Background: an optimization exercise with open tools, aiming at small area, a short achievable clock period and few clock cycles. Do not read the settings as production practice.
In this exercise RTL edits were held to simulation tests only and were not proved equivalent to the original.
Power is estimated from default activity; no workload was simulated.

==> flow/design.v <==
`timescale 1ns / 1ps
module ctrl(
    input [31:0] instr,
    output wr,           
    output ld,           
    output st,           
    output sub,          
    output useb,         
    output zero,         
    output [1:0] sz,     
    output sx,           
    output p2            
);
wire [6:0] op = instr[6:0];
wire [2:0] f3 = instr[14:12];
wire [6:0] f7 = instr[31:25];
wire rtype = (op == 7'b0110011);
wire itype = (op == 7'b0010011);
wire ltype = (op == 7'b0000011);
wire stype = (op == 7'b0100011);
wire i_add  = rtype & (f3 == 3'b000) & (f7 == 7'b0000000);
wire i_sub  = rtype & (f3 == 3'b000) & (f7 == 7'b0100000);
wire i_addi = itype & (f3 == 3'b000);
assign wr   = (rtype | itype | ltype) & (instr[11:7] != 5'd0);
assign ld   = ltype;
assign st   = stype;
assign sub  = i_sub;
assign useb = rtype;
assign zero = (rtype & ~i_add & ~i_sub) | (itype & ~i_addi);
assign sx   = ~f3[2];
assign sz   = ltype ? (f3[1] ? 2'd2 : {1'b0, f3[0]})
                    : ((f3[2:1] != 2'b00) ? 2'd2 : {1'b0, f3[0]});
assign p2   = i_add | i_sub | stype;
endmodule
`timescale 1ns / 1ps
module EXT(
    input [31:0] instr,
    input st,
    output [11:0] imm
);
assign imm = st ? {instr[31:25], instr[11:7]} : instr[31:20];
endmodule
`timescale 1ns / 1ps
module RF(
    input clk,
    input rstn,
    input we,
    input [4:0] wa,
    input [31:0] wd,
    input [4:0] ra1,
    input [4:0] ra2,
    output [31:0] rd1,
    output [31:0] rd2
);
reg [31:1] vld;
reg [31:0] rf [1:31];
integer i;
always @(posedge clk or negedge rstn) begin
    if (!rstn) vld <= 31'd0;
    else begin
        for (i = 1; i < 32; i = i + 1)
            if (we && wa == i) vld[i] <= 1'b1;
    end
end
genvar g;
generate
    for (g = 1; g < 32; g = g + 1) begin : R
        always @(posedge clk)
            if (we && wa == g) rf[g] <= wd;
    end
endgenerate
reg [31:1] s1, s2;
always @(*) for (i = 1; i < 32; i = i + 1) begin
    s1[i] = (ra1 == i) & vld[i];
    s2[i] = (ra2 == i) & vld[i];
end
wire [991:0] flat;
generate for (g = 1; g < 32; g = g + 1) begin : F
    assign flat[32*(g-1) +: 32] = rf[g];
end endgenerate
wire [31:0] m1, m2;
rdmux P1(.sel(s1), .d(flat), .q(m1));
rdmux P2(.sel(s2), .d(flat), .q(m2));
assign rd1 = m1 | {27'd0, ra1 & {5{~|s1}}};
assign rd2 = m2 | {27'd0, ra2 & {5{~|s2}}};
endmodule
module rdmux(
    input [31:1] sel,
    input [991:0] d,
    output reg [31:0] q
);
integer i;
always @(*) begin
    q = 32'd0;
    for (i = 1; i < 32; i = i + 1)
        q = q | ({32{sel[i]}} & d[32*(i-1) +: 32]);
end
endmodule
`timescale 1ns / 1ps
module alu(
    input [31:0] a,
    input [31:0] b,
    input [11:0] imm,
    input useb,
    input sub,
    output [31:0] c
);
wire [31:0] op2 = useb ? b : {{20{imm[11]}}, imm};
assign c = a + (op2 ^ {32{sub}}) + {31'd0, sub};
endmodule
`timescale 1ns / 1ps
module dm(
    input clk,
    input rstn,
    input we,
    input sel,
    input [5:0] addr,
    input [4:0] daddr,
    input [31:0] din,
    input [1:0] sz,       
    input sx,
    output reg [31:0] dout,
    output [7:0] lane0
);
reg [7:0] mem [0:31];
reg [31:0] vld;
integer i;
wire [1:0] al = addr[1:0];
wire [31:0] rot = (al == 2'd0) ? din :
                  (al == 2'd1) ? {din[23:0], din[31:24]} :
                  (al == 2'd2) ? {din[15:0], din[31:16]} :
                                 {din[7:0],  din[31:8]};
reg [31:0] wen;
reg [6:0] off;
always @(*) begin
    for (i = 0; i < 32; i = i + 1) begin
        off = i[6:0] - {1'b0, addr};
        wen[i] = we && (off[6:2] == 5'd0) &&
                 ((off[1:0] == 2'd0) || (off[1:0] == 2'd1 && sz != 2'd0) || sz[1]);
    end
end
always @(posedge clk or negedge rstn) begin
    if (!rstn) vld <= 32'd0;
    else       vld <= vld | wen;
end
always @(posedge clk) begin
    for (i = 0; i < 32; i = i + 1)
        if (wen[i]) mem[i] <= rot[8*(i%4) +: 8];
end
wire [1:0] rl = sel ? al : daddr[1:0];
reg [7:0] bank [0:3];
reg [4:0] w;
integer k;
always @(*) begin
    for (k = 0; k < 4; k = k + 1) begin
        w = sel ? {1'b0, addr[5:2]} + ((k < al) ? 5'd1 : 5'd0) : {2'b0, daddr[4:2]};
        bank[k] = (w[4:3] == 2'd0 && vld[{w[2:0], k[1:0]}]) ? mem[{w[2:0], k[1:0]}] : 8'd0;
    end
end
wire [7:0] b0 = bank[rl];
wire [7:0] b1 = bank[rl + 2'd1];
wire [7:0] b2 = bank[rl + 2'd2];
wire [7:0] b3 = bank[rl + 2'd3];
assign lane0 = b0;
always @(*) begin
    case (sz)
        2'd0:    dout = {{24{sx & b0[7]}}, b0};
        2'd1:    dout = {{16{sx & b1[7]}}, b1, b0};
        default: dout = {b3, b2, b1, b0};
    endcase
end
endmodule
`timescale 1ns / 1ps
module SCPU_TOP(
    input clk,
    input rstn,
    input instr_valid,
    input [31:0] instr,
    output instr_ready,
    output busy,
    input [4:0] dbg_rf_addr,
    output [31:0] dbg_rf_data,
    input [4:0] dbg_dm_addr,
    output [7:0] dbg_dm_data
);
wire        d_wr, d_ld, d_st, d_sub, d_useb, d_zero, d_sx, d_p2;
wire [1:0]  d_sz;
wire [11:0] d_imm;
ctrl ctrl_c(
    .instr(instr),
    .wr(d_wr), .ld(d_ld), .st(d_st), .sub(d_sub), .useb(d_useb),
    .zero(d_zero), .sz(d_sz), .sx(d_sx), .p2(d_p2)
);
EXT ext_c(
    .instr(instr),
    .st(d_st),
    .imm(d_imm)
);
reg        v_q;       
reg        wen_q;     
reg        p2_q;      
reg        ld_q;      
reg        st_q;      
reg [4:0]  rd_q, rs2_q;
reg [11:0] imm_q;
reg [31:0] a_q;
reg [5:0]  ea_q;
reg        sub_q, useb_q, zero_q, sx_q;
reg [1:0]  sz_q;
wire [31:0] rd1;
wire [31:0] result;
wire        fwd1 = wen_q & (rd_q == instr[19:15]);
wire [31:0] a_d  = fwd1 ? result : rd1;
always @(posedge clk or negedge rstn) begin
    if (!rstn) begin
        v_q   <= 1'b0;
        wen_q <= 1'b0;
        p2_q  <= 1'b0;
        ld_q  <= 1'b0;
        st_q  <= 1'b0;
    end else begin
        v_q   <= instr_valid;
        wen_q <= instr_valid & d_wr;
        p2_q  <= instr_valid & d_p2;
        ld_q  <= instr_valid & d_ld;
        st_q  <= instr_valid & d_st;
    end
end
always @(posedge clk) begin
    rd_q   <= instr[11:7];
    rs2_q  <= instr[24:20];
    imm_q  <= d_imm;
    a_q    <= a_d;
    ea_q   <= a_d[5:0] + d_imm[5:0];
    sub_q  <= d_sub;
    useb_q <= d_useb;
    zero_q <= d_zero;
    sx_q   <= d_sx;
    sz_q   <= d_sz;
end
assign instr_ready = 1'b1;
assign busy = p2_q | ld_q | st_q | (wen_q & (rd_q == dbg_rf_addr));
wire [31:0] b;
RF U_RF(
    .clk(clk),
    .rstn(rstn),
    .we(wen_q),
    .wa(rd_q),
    .wd(result),
    .ra1(instr[19:15]),
    .ra2(p2_q ? rs2_q : dbg_rf_addr),
    .rd1(rd1),
    .rd2(b)
);
assign dbg_rf_data = b;
wire [31:0] sum;
alu U_alu(
    .a(a_q),
    .b(b),
    .imm(imm_q),
    .useb(useb_q),
    .sub(sub_q),
    .c(sum)
);
wire [31:0] ldv;
dm U_DM(
    .clk(clk),
    .rstn(rstn),
    .we(st_q),
    .sel(ld_q),
    .addr(ea_q),
    .daddr(dbg_dm_addr),
    .din(b),
    .sz(sz_q),
    .sx(sx_q),
    .dout(ldv),
    .lane0(dbg_dm_data)
);
assign result = ld_q ? ldv : (zero_q ? 32'd0 : sum);
endmodule
==> flow/run.sh <==
#!/bin/bash
# synth_recipe.tcl (not shown) runs the flow's synth.tcl, then flattens the netlist and writes it again
# the make line also repeats each setting of config.mk as NAME=value (left out here)
make -C /OpenROAD-flow-scripts/flow DESIGN_CONFIG=/design/flow/config.mk WORK_HOME=/design/flow/orfs CLKGATE_MAP_FILE= SYNTH_SCRIPT=/design/flow/synth_recipe.tcl finish
==> flow/config.mk <==
export PLATFORM = sky130hd
export DESIGN_NAME = SCPU_TOP
export DESIGN_NICKNAME = SCPU_TOP
export VERILOG_FILES = /design/flow/design.v
export SDC_FILE = /design/flow/constraint.sdc
export NUM_CORES = 4
export LEC_CHECK = 0
export CAP_MARGIN = 20
export CORE_MARGIN = 2
export CORE_UTILIZATION = 50
export PLACE_DENSITY = 0.6
export SETUP_SLACK_MARGIN = 4
export SLEW_MARGIN = 20
==> flow/constraint.sdc <==
create_clock -name core_clock -period 11.0 [get_ports {clk}]
set_input_delay 2.2000 -clock core_clock [delete_from_list [all_inputs] [get_ports {clk}]]
set_output_delay 2.2000 -clock core_clock [all_outputs]
set_load 0.01 [all_outputs]
==> results of run 1 <==
-- worst reg2reg max path: cells and delay by family (launching register included) --
family | cells | cell delay, ns
compound gates | 6 | 2.72
xor+xnor | 1 | 0.09
buf+inv | 5 | 1.54
fa+ha+maj | 1 | 0.40
simple gates | 8 | 1.96
flops | 1 | 0.35
-- synthesized netlist by cell type, types with 10 or more instances --
| library cell | count | area share, % |
|---|---|---|
| o221ai_1 | 11 | 0.15 |
| nor2_1 | 218 | 1.3 |
| o21ai_0 | 69 | 0.56 |
| dfrtp_1 | 67 | 2.7 |
| nand4_1 | 143 | 1.4 |
| or4_1 | 15 | 0.18 |
| nand2_1 | 287 | 1.7 |
| a31oi_1 | 30 | 0.30 |
| ha_1 | 51 | 1.0 |
| nor4_1 | 30 | 0.30 |
| a211oi_1 | 20 | 0.24 |
| a21oi_1 | 125 | 1.0 |
| o211ai_1 | 11 | 0.13 |
| edfxtp_1 | 1248 | 60 |
| nor2b_1 | 13 | 0.13 |
| nand3_1 | 136 | 1.1 |
| and2_1 | 13 | 0.13 |
| mux4_2 | 28 | 1.0 |
| clkbuf_1 | 291 | 1.8 |
| nor3_1 | 73 | 0.59 |
| o21a_1 | 28 | 0.34 |
| buf_1 | 58 | 0.35 |
| and3_1 | 59 | 0.59 |
| nand2b_1 | 11 | 0.11 |
| or3_1 | 18 | 0.18 |
| xnor2_1 | 34 | 0.48 |
| a21o_1 | 35 | 0.42 |
| or2_2 | 65 | 0.65 |
| a221oi_1 | 196 | 2.8 |
| nor3b_1 | 11 | 0.13 |
| mux2i_1 | 80 | 1.3 |
| o22ai_1 | 22 | 0.22 |
| a22o_1 | 188 | 2.6 |
| a22oi_1 | 436 | 5.3 |
| a211o_1 | 10 | 0.14 |
| inv_1 | 43 | 0.26 |
| nand3b_1 | 11 | 0.13 |
| and4_1 | 11 | 0.15 |
| xor2_1 | 37 | 0.52 |
| a222oi_1 | 121 | 1.9 |
| buf_2 | 11 | 0.088 |
| mux2_2 | 27 | 0.49 |
| dfxtp_1 | 66 | 2.1 |
| o31ai_1 | 11 | 0.13 |
-- path summary, 6_finish.rpt --
| path | from | to | slack (ns) | cells after the start |
|---|---|---|---|---|
| max in group asynchronous | rstn | ld_q | 8.60 | 2 |
| hold reg to reg | U_DM.vld[21] | U_DM.vld[21] | 0.46 | 1 |
| hold / removal | U_DM.vld[21] | U_DM.vld[21] | 0.46 | 1 |
| setup / recovery | dbg_rf_addr[1] | U_RF.rf[26][27] | 3.57 | 22 |
| min in group asynchronous | rstn | U_DM.vld[31] | 1.35 | 1 |
| setup reg to reg | p2_q | U_RF.rf[26][27] | 3.77 | 21 |
-- sequential cells by signal (all words and copies together) (netlist names) --
name / count
U_RF.rf: 992
U_DM.mem: 256
U_DM.vld: 32
a_q: 32
U_RF.vld: 31
imm_q: 12
ea_q: 6
rd_q: 5
rs2_q: 5
sz_q: 2
ld_q: 1
p2_q: 1
st_q: 1
sub_q: 1
sx_q: 1
useb_q: 1
wen_q: 1
zero_q: 1
-- layout make-up --
| cell class | count | area (um2) | share of cell area (%) |
|---|---|---|---|
| clock buffers | 187 | 3954 | 5.204 |
| repair buffers | 549 | 5522 | 7.268 |
| diodes | 30 | 75.07 | 0.09882 |
| multi-input cells | 2859 | 22750 | 29.95 |
| flip-flops and latches | 1381 | 40480 | 53.29 |
| well taps | 1637 | 2048 | 2.696 |
| clock inverters | 81 | 960.9 | 1.265 |
| inverters | 46 | 172.7 | 0.2273 |
-- where the power goes --
| part | internal (uW) | switching (uW) | total, uW |
|---|---|---|---|
| logic | 286 | 596 | 882 |
| registers | 5790 | 23.9 | 5810 |
| clock network | 2980 | 2180 | 5160 |
-- metal layers --
| layer | up-vias | GRT usage [%] |
|---|---|---|
| li1 | 19940 | - |
| met1 | 26490 | 56.57 |
| met2 | 6485 | 65.74 |
| met3 | 2166 | 24.24 |
| met4 | 32 | 36.78 |
| met5 | - | 3.444 |
-- cell families (layout without fill, tap and decap cells) --
| group | count (synthesis) | in the layout |
|---|---|---|
| muxes | 136 | 137 |
| and+or+nand+nor | 1166 | 1167 |
| adders and majority gates | 53 | 53 |
| other | 1 | 31 |
| xor gates and xnor gates | 71 | 71 |
| buffers and inverters | 411 | 863 |
| AOI/OAI and AO/OA | 1416 | 1430 |
| DFF | 1381 | 1381 |
-- what timing repair did --
action                                  4_1_cts  5_1_grt
pin swaps                                   106       98
endpoints found under the setup margin     1005      578
hold endpoints to repair                      0        0
buffers inserted                            186       68
resized for setup                           428      139
hold buffers                                  0        0
gates cloned                                 14       11
-- per-stage QoR --
stage	util (%)	area (um2)
after floorplan	-	62940
after global placement	53.52	66170
after detailed placement	53.59	66260
after CTS	60.21	74440
after global routing	61.39	75900
final	61.45	75970
==> summary.md, run 1 <==
| Metric | Value |
|---|---|
| Outcome | `finished with violations` |
| SO Faults | `capacitance limit, slew limit` |
| Synth cell types | `95` |
| DP Worst Slack | `1.280 ns` |
| Worst IR Drop VDD | `0.0001757 V` |
| Compound-Gate Fraction of Synth Area | `17.81%` |
| Post-DRT Antenna Nets | `0` |
| Fillers | `9426` |
| CTS root buf | `clkbuf_16` |
| Worst setup path class | `in2reg` |
| Share of cells above drive strength 1 | `23.73%` |
| GRT Resource Usage Total | `47.85%` |
| Max layer used | `met5` |
| Setup violators final | `0` |
| Mux contribution to synthesized area | `2.813%` |
| PD cells | `156.0 nW/um2` |
| Vias/cell | `8.140` |
| Sequential share of the synthesized area | `65.05%` |
| CTS tree | `yes` |
| Worst endpoint required time | `11.62 ns` |
| Cell Rows | `129` |
| Synth Area in Simple Gates | `9.685%` |
| Vias | `55110` |
| Remaining global-route overflow | `0` |
| CP delay by family, top | `compound AO/OA/AOI/OAI gates` |
| CP Capture Type | `register` |
| Gate Count Post-Synth | `4635` |
| Largest net degree at the start of global routing | `61` |
| Post-Synth XOR/XNOR Area | `0.9995%` |
| Type of the tightest min-delay check | `reg2reg` |
| Final max-slew violation count | `11` |
| Most frequent cells in the layout | `edfxtp_1 (1248), a22oi_1 (428), buf_4 (337)` |
| LEAKAGE | `0.02670 uW` |
| # IOs | `87` |
| Crit path largest cell delay | `1.79 ns` |
| Chip width | `356.8 um` |
| Fin Hold WS | `0.4638 ns` |
| Total Wirelength | `312.8 mm` |
| Max frequency | `134.5 MHz` |
| Num CTS Buffers | `147` |
| Tcrit/Tclk final | `67.57%` |
| Rel. slew slack | `-55.46%` |
| CTS sink count | `1381` |
| Clk buf depth | `3` |
| Area Overhead vs Synth | `22.11%` |
| Main synth FF type | `edfxtp_1` |
| Final Hold Vio Count | `0` |
| Crit Path Max Fanout | `12` |
| RSZ-0062 raised after global routing | `true` |
| Ys async rst share | `4.852%` |
| Clk Latency, worst-skew pair | `0.84 ns` |
| Max cap viols | `3` |
| Initial Util | `50.32%` |
| CTS H-tree lvls | `4` |
| Clk_skew | `0.05477 ns` |
| Yosys warnings | `7` |
| First-pass GRT wire length | `413.5 mm` |
| Flops & latches, synth | `1381` |
| Routed len/inst | `46.20 um` |
| Number of enable flip-flop cells after synthesis | `1248` |
| Finished Layout Cells | `6770` |
| Cell repeated most along the worst path | `buf_4` |
| Post-synthesis adder-cell area fraction | `1.090%` |
| Mean post-synth cell area | `13.42 um2` |
| Die Y | `356.8 um` |
| Min cycle time layout | `7.433 ns` |
| Crit path launch type | `primary input` |
| Worst Path Buf+Inv | `7` |
| DIE AREA | `127300 um2` |
| Crit path DAT | `8.05 ns` |
| Met2 wire len | `122.9 mm` |
| Number of cells after detailed placement | `6188` |
| Worst setup margin | `3.567 ns` |
| Final Power | `11850 uW` |
| Drt pass-1 iters | `17` |
| DPL Wire Length | `175.0 mm` |
| Metal-1 WL | `99.09 mm` |
| Crit path cell chain | `buf_16 > buf_6 > nor3b_4 > buf_4 > o221a_4 > buf_4 > buf_8 > buf_4 > a222oi_1 > nand4_1 > nor3_1 > nand4_1 > buf_4 > nor2_1 > nor2_1 > xor2_1 > ha_1 > a21o_1 > a21o_1 > a21oi_2 > o31ai_1 > a211o_4` |
| Initial DRC count | `12630` |
| Highest-delay cell along the critical path | `o31ai_1` |
| IO buf count | `85` |
| Fin Setup TNS | `0 ns` |
| Vias in the first global route | `50120` |
| Commonest non-fill, non-tap cell in the layout | `edfxtp_1` |
| Clock-pin transition on the worst setup and hold timing paths | `0.06 ns` |
| Nets | `5082` |
| Met3 WL post-DR | `56.05 mm` |
| Mapped cell area | `62220 um2` |
| Main combinational cell family by area after synthesis | `compound AO/OA/AOI/OAI gates` |
| Mapped Nets | `4733` |
| Gpl congestion | `1.029` |
| Initial antenna violation count | `22` |
| Placeable Area | `123600 um2` |
| Worst-margin pin slew | `2.312 ns` |
| Remaining DRCs | `0` |
Testbench counts, summed over its fixed seeds: cycles 16,007.
==> run 2: changes to the inputs <==
--- a/flow/design.v
+++ b/flow/design.v
@@ -115,6 +115,7 @@
     input we,
     input sel,
     input [5:0] addr,
+    input [14:0] wi,
     input [4:0] daddr,
     input [31:0] din,
     input [1:0] sz,       
@@ -153,7 +154,7 @@
 integer k;
 always @(*) begin
     for (k = 0; k < 4; k = k + 1) begin
-        w = sel ? {1'b0, addr[5:2]} + ((k < al) ? 5'd1 : 5'd0) : {2'b0, daddr[4:2]};
+        w = sel ? ((k == 3) ? {1'b0, addr[5:2]} : wi[5*k +: 5]) : {2'b0, daddr[4:2]};
         bank[k] = (w[4:3] == 2'd0 && vld[{w[2:0], k[1:0]}]) ? mem[{w[2:0], k[1:0]}] : 8'd0;
     end
 end
@@ -205,12 +206,14 @@
 reg [11:0] imm_q;
 reg [31:0] a_q;
 reg [5:0]  ea_q;
+reg [14:0] wi_q;      
 reg        sub_q, useb_q, zero_q, sx_q;
 reg [1:0]  sz_q;
 wire [31:0] rd1;
 wire [31:0] result;
 wire        fwd1 = wen_q & (rd_q == instr[19:15]);
 wire [31:0] a_d  = fwd1 ? result : rd1;
+wire [5:0]  ea_d = a_d[5:0] + d_imm[5:0];
 always @(posedge clk or negedge rstn) begin
     if (!rstn) begin
         v_q   <= 1'b0;
@@ -231,7 +234,10 @@
     rs2_q  <= instr[24:20];
     imm_q  <= d_imm;
     a_q    <= a_d;
-    ea_q   <= a_d[5:0] + d_imm[5:0];
+    ea_q   <= ea_d;
+    wi_q   <= {{1'b0, ea_d[5:2]} + {4'd0, ea_d[1:0] > 2'd2},
+               {1'b0, ea_d[5:2]} + {4'd0, ea_d[1:0] > 2'd1},
+               {1'b0, ea_d[5:2]} + {4'd0, ea_d[1:0] > 2'd0}};
     sub_q  <= d_sub;
     useb_q <= d_useb;
     zero_q <= d_zero;
@@ -269,6 +275,7 @@
     .we(st_q),
     .sel(ld_q),
     .addr(ea_q),
+    .wi(wi_q),
     .daddr(dbg_dm_addr),
     .din(b),
     .sz(sz_q),
==> flow/flow/run.sh (new file) <==
#!/bin/bash
# Layout flow: the standard ORFS flow (standard.sh), with three ORFS
# variables set through the environment:
#   CTS_ARGS          clock tree without dummy loads, sink clusters of 24
#   BUFFER_PORTS_ARGS port buffers are buf_4 cells
#   SKIP_GATE_CLONING timing repair does not clone gates (after global route
#                     the clones were left driving nets over the max slew)
# The make output goes to flow_make.log; ORFS's own step logs are under orfs/logs.
set -euo pipefail
export CTS_ARGS="-sink_clustering_enable -repair_clock_nets -sink_clustering_size 24 -sink_clustering_max_diameter 60 -dont_use_dummy_load"
export BUFFER_PORTS_ARGS="-buffer_cell sky130_fd_sc_hd__buf_4"
export SKIP_GATE_CLONING=1
bash standard.sh finish > flow_make.log 2>&1
==> flow/standard.sh (new file) <==
#!/bin/bash
# synth_recipe.tcl (not shown) runs the flow's synth.tcl, then flattens the netlist and writes it again
# the make line also repeats each setting of config.mk as NAME=value (left out here)
make -C /OpenROAD-flow-scripts/flow DESIGN_CONFIG=/design/flow/config.mk WORK_HOME=/design/flow/orfs CLKGATE_MAP_FILE= SYNTH_SCRIPT=/design/flow/synth_recipe.tcl "${@:-finish}"
--- a/flow/config.mk
+++ b/flow/config.mk
@@ -7,7 +7,7 @@
 export LEC_CHECK = 0
 export CAP_MARGIN = 20
 export CORE_MARGIN = 2
-export CORE_UTILIZATION = 50
-export PLACE_DENSITY = 0.6
+export CORE_UTILIZATION = 65
+export PLACE_DENSITY = 0.75
 export SETUP_SLACK_MARGIN = 4
 export SLEW_MARGIN = 20
removed: flow/run.sh
==> run 2 against run 1 <==
  * Now clean on timing, DRC and antenna
  * Flip-flop and latch count up 15
  * Non-clock buffer count fell by 128
  * Register-to-register slack improved by 0.50 ns
  * Routed wire length decreased by 10%
  * Worst hold slack better by 0.0029 ns
  * Sequential share of layout area up 3.9 points
  * Utilization up 13 points
  * Worst setup slack better by 0.32 ns
  * Fmax up 4.5%
==> summary.md, run 2 <==
| Metric | Value |
|---|---|
| Outcome | `timing/DRC/antenna clean` |
| Vias in the first global route | `48650 (-2.9%)` |
| Cell Rows | `114 (-12%)` |
| Remaining DRCs | `0 (unchanged)` |
| Placeable Area | `96280 um2 (-22%)` |
| Initial antenna violation count | `15 (-32%)` |
| Die Y | `314.9 um (-12%)` |
| Rel. slew slack | `7.191% (+63 points)` |
| Commonest non-fill, non-tap cell in the layout | `edfxtp_1` |
| Number of cells after detailed placement | `5841 (-5.6%)` |
| Most frequent cell after synthesis | `edfxtp_1` |
| Hold buffer count at cts | `0 (unchanged)` |
| Synth cell types | `109 (+15%)` |
| Mapped Nets | `4750 (+0.36%)` |
| Final max-slew violation count | `0 (-11)` |
| Final Hold Vio Count | `0 (unchanged)` |
| Crit. path cell count | `25 (+14%)` |
| Crit path largest cell delay | `0.45 ns (-1.34 ns)` |
| Gpl congestion | `1.056 (+2.6%)` |
| Ys async rst share | `4.799% (-0.052 points)` |
| Max cap viols | `0 (-3)` |
| Flops & latches, synth | `1396 (+1.1%)` |
| Clk buf depth | `3 (unchanged)` |
| Nets | `4918 (-3.2%)` |
| Sequential share of the synthesized area | `64.90% (-0.15 points)` |
| Largest net degree at the start of global routing | `69 (+13%)` |
| Post-synth top cells | `edfxtp_1 (1248), a22oi_1 (354), clkbuf_1 (280)` |
| Remaining global-route overflow | `0 (unchanged)` |
| Most frequent cells in the layout | `edfxtp_1 (1248), a22oi_1 (346), buf_4 (337)` |
| Post-DRT Antenna Nets | `0 (unchanged)` |
| Number of enable flip-flop cells after synthesis | `1248 (unchanged)` |
| Worst flop-to-flop path endpoint | `U_RF.rf[2][30]` |
| Crit path launch type | `primary input` |
| Max frequency | `140.6 MHz (+4.5%)` |
| CP endpoint | `U_RF.rf[21][23]` |
| Fin Setup TNS | `0 ns (unchanged)` |
| Yosys top cell by area | `edfxtp_1` |
| Chip width | `314.9 um (-12%)` |
| Num CTS Buffers | `98 (-33%)` |
| Min cycle time layout | `7.112 ns (-0.3209 ns)` |
| Yosys warnings | `7 (unchanged)` |
| RSZ-0062 raised after global routing | `true` |
| CTS root buf | `clkbuf_16` |
| Worst IR Drop VDD | `0.0001772 V (+0.90%)` |
| Crit path DAT | `7.62 ns (-0.43 ns)` |
| Total Wirelength | `280.6 mm (-10%)` |
| Synth top area share | `59.65% (-0.58 points)` |
| Mean post-synth cell area | `13.51 um2 (+0.63%)` |
| Ranking of synthesized cells by area | `edfxtp_1 (60%), a22oi_1 (4.2%), a221oi_1 (3.5%)` |
| Area Overhead vs Synth | `13.52%` |
| Worst setup path class | `in2reg` |
| PD cells | `140.5 nW/um2 (-10%)` |
| CP Capture Type | `register` |
| Type of the tightest min-delay check | `reg2reg` |
| Clk Latency, worst-skew pair | `0.77 ns (-0.07 ns)` |
| Highest-delay cell along the critical path | `or3_1` |
| Worst Path Buf+Inv | `3 (-4)` |
| Reg2Reg Depth | `27 (+29%)` |
| # IOs | `87 (unchanged)` |
| Mapped cell area | `62820 um2 (+0.98%)` |
| Cell repeated most along the worst path | `a21o_1` |
| Vias | `53630 (-2.7%)` |
| Initial Util | `65.25% (+15 points)` |
| Reg2reg setup slack | `4.27 ns (+0.50 ns)` |
| Max reg flops | `992 (unchanged)` |
| IO buf count | `85 (unchanged)` |
| Worst setup margin | `3.888 ns (+0.3210 ns)` |
| Crit. Startpoint | `dbg_rf_addr[0]` |
| Main synth FF type | `edfxtp_1` |
| Biggest regs | `U_RF.rf (992), U_DM.mem (256)` |
| First-pass GRT wire length | `376.9 mm (-8.9%)` |
| Share of cells above drive strength 1 | `19.66% (-4.1 points)` |
| Gate Count Post-Synth | `4651 (+0.35%)` |
| Clock-pin transition on the worst setup and hold timing paths | `0.08 ns (+0.02 ns)` |
| LEAKAGE | `0.02473 uW (-7.4%)` |
| DP Worst Slack | `1.787 ns (+0.5066 ns)` |
| Worst-margin pin slew | `1.378 ns (-0.9346 ns)` |
| Final Power | `10020 uW (-15%)` |
| Setup violators final | `0 (unchanged)` |
| R2R Path Start | `p2_q` |
| Vias/cell | `8.785 (+7.9%)` |
| Initial DRC count | `13740 (+8.8%)` |
| CTS H-tree lvls | `3 (-1)` |
| Top reg by flops | `U_RF.rf` |
| Fillers | `6098 (-35%)` |
| Finished Layout Cells | `6105 (-9.8%)` |
| CTS tree | `yes` |
| Crit Path Max Fanout | `31 (+19)` |
| DIE AREA | `99160 um2 (-22%)` |
| DPL Wire Length | `157.1 mm (-10%)` |
| Drt pass-1 iters | `17 (unchanged)` |
| Tcrit/Tclk final | `64.65% (-2.9 points)` |
| Worst endpoint required time | `11.51 ns (-0.11 ns)` |
| Routed len/inst | `45.96 um (-0.53%)` |
| CP delay by family, top | `compound AO/OA/AOI/OAI gates` |
| CTS sink count | `1396 (+1.1%)` |
| GRT Resource Usage Total | `55.28% (+7.4 points)` |
| Clk_skew | `0.1205 ns (+0.06572 ns)` |
| Final Core Density | `74.07% (+13 points)` |
==> run 2: where the power goes <==
group	internal, uW	switching [uW]	total (uW)
combinational	256	557	814
sequential	5870	51.7	5920
clock	1560	1720	3280
total	7690	2330	10000
==> run 2: cells by family after synthesis <==
| group | count (synthesis) | share of synthesized area, % |
|---|---|---|
| AOI/OAI and AO/OA | 1464 | 18.18 |
| xor gates and xnor gates | 88 | 1.293 |
| DFF | 1396 | 64.90 |
| other | 1 | 0.005969 |
| adders and majority gates | 54 | 1.099 |
| buffers and inverters | 432 | 2.683 |
| and+or+nand+nor | 1072 | 9.006 |
| muxes | 144 | 2.832 |
==> run 2: what timing repair did <==
item | 4_1_cts | 5_1_grt
hold endpoints to repair | 0 | 0
buffers inserted | 93 | 60
gates resized for setup | 189 | 103
gates cloned | 0 | 0
endpoints found under the setup margin | 880 | 613
pin swaps | 50 | 57
==> run 2: stage by stage <==
step / hold slack, ns / instance area (um2)
finish: 0.4667 / 71320
global route: 0.4825 / 71290
CTS: 0.4669 / 70210
detailed placement: 0.4502 / 65950
global placement: 0.4462 / 65950
floorplan: 0.4337 / 63600
==> run 2: worst register-to-register path: stages (launching register included) <==
cell,delay [ns]
dfrtp_2,0.35
buf_4,0.53
nand3b_1,0.79
a221oi_4,0.57
buf_12,0.19
a31o_2,0.18
a2111oi_4,0.08
nand3_2,0.13
buf_6,0.16
a21oi_2,0.07
or4_4,0.52
mux2i_4,0.19
xnor2_2,0.10
ha_1,0.33
and3b_2,0.24
o21a_4,0.22
o21ai_4,0.20
a21oi_4,0.10
o211ai_1,0.27
a21oi_2,0.14
o41ai_2,0.21
buf_4,0.19
a21oi_4,0.08
nor4b_4,0.35
a21oi_4,0.07
nand3_4,0.12
buf_12,0.13
buf_12,0.12
==> run 2: worst min-delay path by stage <==
stage / start / endpoint / cells after the start
after global routing: U_DM.vld[4] / U_DM.vld[4] / 1
after floorplan: U_DM.vld[17] / U_DM.vld[17] / 1
after global placement: U_DM.vld[18] / U_DM.vld[18] / 1
after CTS: U_DM.vld[15] / U_DM.vld[15] / 1
after detailed placement: U_DM.vld[31] / U_DM.vld[31] / 1
final: U_DM.vld[15] / U_DM.vld[15] / 1
==> run 2: area by class of cell <==
cell class,count,area (um2),area share [%]
Multi-Input combinational cell,2823,22200,31.13
Tap cell,1276,1597,2.239
Antenna cell,12,30.03,0.04211
Clock buffer,98,2452,3.439
Inverter,79,296.5,0.4158
Timing Repair Buffer,421,3959,5.551
Sequential cell,1396,40780,57.19
==> run 2: routing by layer <==
metal  wire length (um)  GRT usage, %  vias to the layer above
met5               1148         4.497                        -
met4              31590         41.77                       51
met3              53680         29.34                     2334
met2             110600         76.30                     6628
met1              83560         64.66                    25190
li1                   -             -                    19430
Testbench counts of run 2, summed over its fixed seeds: cycles 16,007.
==> run 3: changes to the inputs <==
--- a/flow/design.v
+++ b/flow/design.v
@@ -131,14 +131,14 @@
                   (al == 2'd1) ? {din[23:0], din[31:24]} :
                   (al == 2'd2) ? {din[15:0], din[31:16]} :
                                  {din[7:0],  din[31:8]};
-reg [31:0] wen;
-reg [6:0] off;
-always @(*) begin
-    for (i = 0; i < 32; i = i + 1) begin
-        off = i[6:0] - {1'b0, addr};
-        wen[i] = we && (off[6:2] == 5'd0) &&
-                 ((off[1:0] == 2'd0) || (off[1:0] == 2'd1 && sz != 2'd0) || sz[1]);
-    end
+wire [31:0] ad = (32'd1 << addr[4:0]) & {32{~addr[5] & we}};
+wire        h  = (sz != 2'd0);    
+wire        wd = sz[1];           
+reg  [31:0] wen;
+always @(*) begin
+    for (i = 0; i < 32; i = i + 1)
+        wen[i] = ad[i] | (i >= 1 && h && ad[(i + 31) % 32]) |
+                 (i >= 2 && wd && ad[(i + 30) % 32]) | (i >= 3 && wd && ad[(i + 29) % 32]);
 end
 always @(posedge clk or negedge rstn) begin
     if (!rstn) vld <= 32'd0;
@@ -151,17 +151,29 @@
 wire [1:0] rl = sel ? al : daddr[1:0];
 reg [7:0] bank [0:3];
 reg [4:0] w;
-integer k;
+reg [7:0] ws;
+integer k, m;
 always @(*) begin
     for (k = 0; k < 4; k = k + 1) begin
         w = sel ? ((k == 3) ? {1'b0, addr[5:2]} : wi[5*k +: 5]) : {2'b0, daddr[4:2]};
-        bank[k] = (w[4:3] == 2'd0 && vld[{w[2:0], k[1:0]}]) ? mem[{w[2:0], k[1:0]}] : 8'd0;
-    end
-end
-wire [7:0] b0 = bank[rl];
-wire [7:0] b1 = bank[rl + 2'd1];
-wire [7:0] b2 = bank[rl + 2'd2];
-wire [7:0] b3 = bank[rl + 2'd3];
+        for (m = 0; m < 8; m = m + 1)
+            ws[m] = (w == m) && vld[4*m + k];
+        bank[k] = 8'd0;
+        for (m = 0; m < 8; m = m + 1)
+            bank[k] = bank[k] | ({8{ws[m]}} & mem[4*m + k]);
+    end
+end
+wire [3:0] roh = 4'd1 << rl;
+reg [7:0] b0, b1, b2, b3;
+always @(*) begin
+    b0 = 8'd0; b1 = 8'd0; b2 = 8'd0; b3 = 8'd0;
+    for (k = 0; k < 4; k = k + 1) begin
+        b0 = b0 | ({8{roh[k]}} & bank[k]);
+        b1 = b1 | ({8{roh[k]}} & bank[(k + 1) % 4]);
+        b2 = b2 | ({8{roh[k]}} & bank[(k + 2) % 4]);
+        b3 = b3 | ({8{roh[k]}} & bank[(k + 3) % 4]);
+    end
+end
 assign lane0 = b0;
 always @(*) begin
     case (sz)
--- a/flow/config.mk
+++ b/flow/config.mk
@@ -7,7 +7,7 @@
 export LEC_CHECK = 0
 export CAP_MARGIN = 20
 export CORE_MARGIN = 2
-export CORE_UTILIZATION = 65
-export PLACE_DENSITY = 0.75
+export CORE_UTILIZATION = 55
+export PLACE_DENSITY = 0.65
 export SETUP_SLACK_MARGIN = 4
 export SLEW_MARGIN = 20
==> run 3 against run 2 <==
  * Still clean
  * Synthesized area down 2.3%
  * Clock-buffer cell count is 3 higher
  * Critical path depth decreased by 3
  * Sequential power hardly changed
  * Worst setup slack got worse by 0.12 ns
  * Clock skew down 0.034 ns
  * Clock power is 2% higher
  * Total power is 1.1% lower
  * Fmax shrank 1.6%
  * Critical endpoint is now U_RF.rf[20][19]
==> summary.md, run 3 <==
| Metric | Value |
|---|---|
| Nets | `4770 (-3.0%)` |
| Max frequency | `138.3 MHz (-1.6%)` |
| LEAKAGE | `0.02463 uW (-0.38%)` |
| DIE AREA | `114300 um2 (+15%)` |
| Vias | `51990 (-3.1%)` |
| Remaining global-route overflow | `0 (unchanged)` |
| Mapped cell area | `61370 um2 (-2.3%)` |
| CTS tree | `yes` |
| Worst Path Buf+Inv | `7 (+4)` |
| Initial DRC count | `12440 (-9.4%)` |
| Synth top area share | `61.06% (+1.4 points)` |
| Ys async rst share | `4.799% (unchanged)` |
| GRT Resource Usage Total | `50.21% (-5.1 points)` |
| CTS root buf | `clkbuf_16` |
| Yosys warnings | `7 (unchanged)` |
| Post-DRT Antenna Nets | `0 (unchanged)` |
| Setup violators final | `0 (unchanged)` |
| Crit path cell chain | `buf_16 > buf_12 > nor4b_1 > o22a_4 > buf_6 > a22oi_1 > nand3_1 > a221oi_1 > nand4_1 > buf_4 > inv_1 > a21oi_1 > xor2_1 > ha_1 > nand2_1 > or4_4 > a2111oi_4 > o21ai_0 > and3_1 > o32ai_4 > buf_12 > buf_8` |
| Most frequent cells in the layout | `edfxtp_1 (1248), a22oi_1 (506), buf_4 (371)` |
| Crit path DAT | `7.82 ns (+0.20 ns)` |
| Worst setup path class | `in2reg` |
| Total Wirelength | `295.5 mm (+5.3%)` |
| Area Overhead vs Synth | `15.94%` |
| Cell Rows | `122 (+7.0%)` |
| Drt pass-1 iters | `16 (-1)` |
| Yosys top cell by area | `edfxtp_1` |
| Initial Util | `55.46% (-9.8 points)` |
| Worst-margin pin slew | `1.387 ns (+0.009280 ns)` |
| Fin Setup TNS | `0 ns (unchanged)` |
| Hold buffer count at cts | `0 (unchanged)` |
| Vias in the first global route | `47340 (-2.7%)` |
| Gate Count Post-Synth | `4415 (-5.1%)` |
| Die Y | `338.1 um (+7.4%)` |
| Commonest non-fill, non-tap cell in the layout | `edfxtp_1` |
| Max reg flops | `992 (unchanged)` |
| CP Capture Type | `register` |
| Initial antenna violation count | `18 (+3)` |
| Vias/cell | `8.406 (-4.3%)` |
| Largest net degree at the start of global routing | `68 (-1.4%)` |
| Crit Path Max Fanout | `20 (-35%)` |
| First-pass GRT wire length | `386.7 mm (+2.6%)` |
| Placed inst area | `64730 um2 (-1.8%)` |
| Routed len/inst | `47.78 um (+4.0%)` |
| Highest-delay cell along the critical path | `or4_4` |
| CTS H-tree lvls | `3 (unchanged)` |
| IO buf count | `85 (unchanged)` |
| Max cap viols | `0 (unchanged)` |
| Sequential share of the synthesized area | `66.44% (+1.5 points)` |
| Clock-pin transition on the worst setup and hold timing paths | `0.08 ns (about the same)` |
| Synth cell types | `89 (-18%)` |
| Clk Latency, worst-skew pair | `0.76 ns (about the same)` |
| Num CTS Buffers | `101 (+3.1%)` |
| Most frequent cell after synthesis | `edfxtp_1` |
| Outcome | `timing/DRC/antenna clean` |
| Worst endpoint required time | `11.59 ns (+0.08 ns)` |
| CP delay by family, top | `compound AO/OA/AOI/OAI gates` |
| Remaining DRCs | `0 (unchanged)` |
| Placeable Area | `110700 um2 (+15%)` |
| Flops & latches, synth | `1396 (unchanged)` |
| Share of cells above drive strength 1 | `20.90% (+1.2 points)` |
| Final Hold Vio Count | `0 (unchanged)` |
| PD cells | `139.3 nW/um2 (-0.83%)` |
| Cell repeated most along the worst path | `buf_12` |
| Gpl congestion | `1.022 (-3.2%)` |
| Crit path largest cell delay | `0.56 ns (+0.11 ns)` |
| Main synth FF type | `edfxtp_1` |
| Worst IR Drop VDD | `0.0001352 V (-24%)` |
| Rel. slew slack | `6.690% (-0.50 points)` |
| Fillers | `8075 (+32%)` |
| Biggest regs | `U_RF.rf (992), U_DM.mem (256)` |
| Min cycle time layout | `7.229 ns (+0.1173 ns)` |
| CTS sink count | `1396 (unchanged)` |
| Crit path launch type | `primary input` |
| Type of the tightest min-delay check | `reg2reg` |
| Clk buf depth | `3 (unchanged)` |
| Reg2reg setup slack | `4.12 ns (-0.15 ns)` |
| Final max-slew violation count | `0 (unchanged)` |
| Ranking of synthesized cells by area | `edfxtp_1 (61%), a22oi_1 (6.2%), a221oi_1 (3.1%)` |
| Number of enable flip-flop cells after synthesis | `1248 (unchanged)` |
| Tcrit/Tclk final | `65.72% (+1.1 points)` |
| Chip width | `338.1 um (+7.4%)` |
| Mean post-synth cell area | `13.90 um2 (+2.9%)` |
| RSZ-0062 raised after global routing | `true` |
| Clk_skew | `0.08632 ns (-0.03418 ns)` |
| Non-Filler Cell Area, Final | `71160 um2 (-0.22%)` |
| Post-synth top cells | `edfxtp_1 (1248), a22oi_1 (509), clkbuf_1 (258)` |
| Top reg by flops | `U_RF.rf` |
| Mapped Nets | `4504 (-5.2%)` |
| # IOs | `87 (unchanged)` |
| DPL Wire Length | `158.3 mm (+0.72%)` |
## run 3: logic make-up after synthesis
kind of cell | share of synthesized area (%)
xor gates and xnor gates | 1.044
AOI/OAI and AO/OA | 18.21
muxes | 2.086
and+or+nand+nor | 8.601
buffers and inverters | 2.699
other | 0.006110
DFF | 66.44
adders and majority gates | 0.9215
## run 3: layout make-up
cell class / count / area [um2] / share of cell area, %
tap: 1488 / 1862 / 2.617
sequential: 1396 / 40780 / 57.31
multi-input combinational: 2589 / 20650 / 29.03
inverter: 97 / 365.4 / 0.5135
antenna: 18 / 45.04 / 0.06330
clock buffer: 101 / 2527 / 3.552
timing repair buffer: 496 / 4921 / 6.916
## run 3: routing by layer
layer	vias up	part of all wire, %	global-route usage, %	routed length, um
met4	28	11	37.74	31830
met3	2088	19	26.15	56330
met2	6110	39	68.90	115500
met1	24930	31	59.50	91060
li1	18840	-	-	-
met5	-	0.29	2.255	848
## run 3: final timing paths
check | cells after the start | start | end
setup / recovery | 22 | dbg_rf_addr[1] | U_RF.rf[20][19]
max in group asynchronous | 1 | rstn | ld_q
hold reg to reg | 2 | U_DM.vld[17] | U_DM.vld[17]
min in group asynchronous | 1 | rstn | U_DM.vld[1]
hold / removal | 2 | U_DM.vld[17] | U_DM.vld[17]
setup reg to reg | 21 | p2_q | U_RF.rf[20][19]
## run 3: through the flow
step	cells	setup slack, ns	util [%]	hold WS, ns	total power [uW]
global route	6169	3.799	64.26	0.4696	10080
floorplan	4415	3.429	-	0.4261	6300
detailed placement	5828	1.575	58.49	0.4453	6526
CTS	6058	3.964	62.66	0.4580	9780
global placement	5828	1.750	58.48	0.4366	6520
finish	6185	3.771	64.30	0.4532	9912
## run 3: tightest hold or removal path: stages (launching register included)
cell and delay (ns):
dfrtp_1 0.32, inv_1 0.05, nand2b_1 0.06
## run 3: repair_timing
| action | CTS | global route |
|---|---|---|
| pin swaps | 51 | 75 |
| gates resized for setup | 121 | 140 |
| setup endpoints to repair | 954 | 709 |
| buffers inserted | 129 | 109 |
## run 3: where the power goes
| group | internal [uW] | switching, uW |
|---|---|---|
| clock | 1610 | 1750 |
| sequential | 5860 | 43.6 |
| combinational | 219 | 435 |
Testbench counts of run 3, summed over its fixed seeds: cycles 16,007.

re-timing with driven ports:
Ports are ideal in the flow. The routed layouts listed here were re-timed in OpenROAD.
Step 1 sets driving cells, clkbuf_16 on the clock port and buf_2 on the other inputs (assumed; they add their load-dependent delay and slew).
Step 2 also shifts input and output timing later by t, the mid clock arrival at the registers, as if the neighbouring blocks saw the same clock.
Slacks: ideal ports / drivers / drivers and shift; pairs: ideal ports / drivers.
| run | t (ns) | setup slack, ns | latest minus earliest clock arrival (ns) | pins driven straight from the clock port |
|---|---|---|---|---|
| run 1 | 0.889 | 3.567 / 3.560 / 2.671 | 0.054 / 0.055 | 1 |
| run 2 | 0.782 | 3.888 / 3.889 / 3.146 | 0.120 / 0.120 | 1 |
| run 3 | 0.800 | 3.771 / 3.752 / 2.989 | 0.086 / 0.087 | 1 |
The setup slack of run 1, which loses most, moves by -0.007 ns with the drivers and by -0.896 ns with both steps.
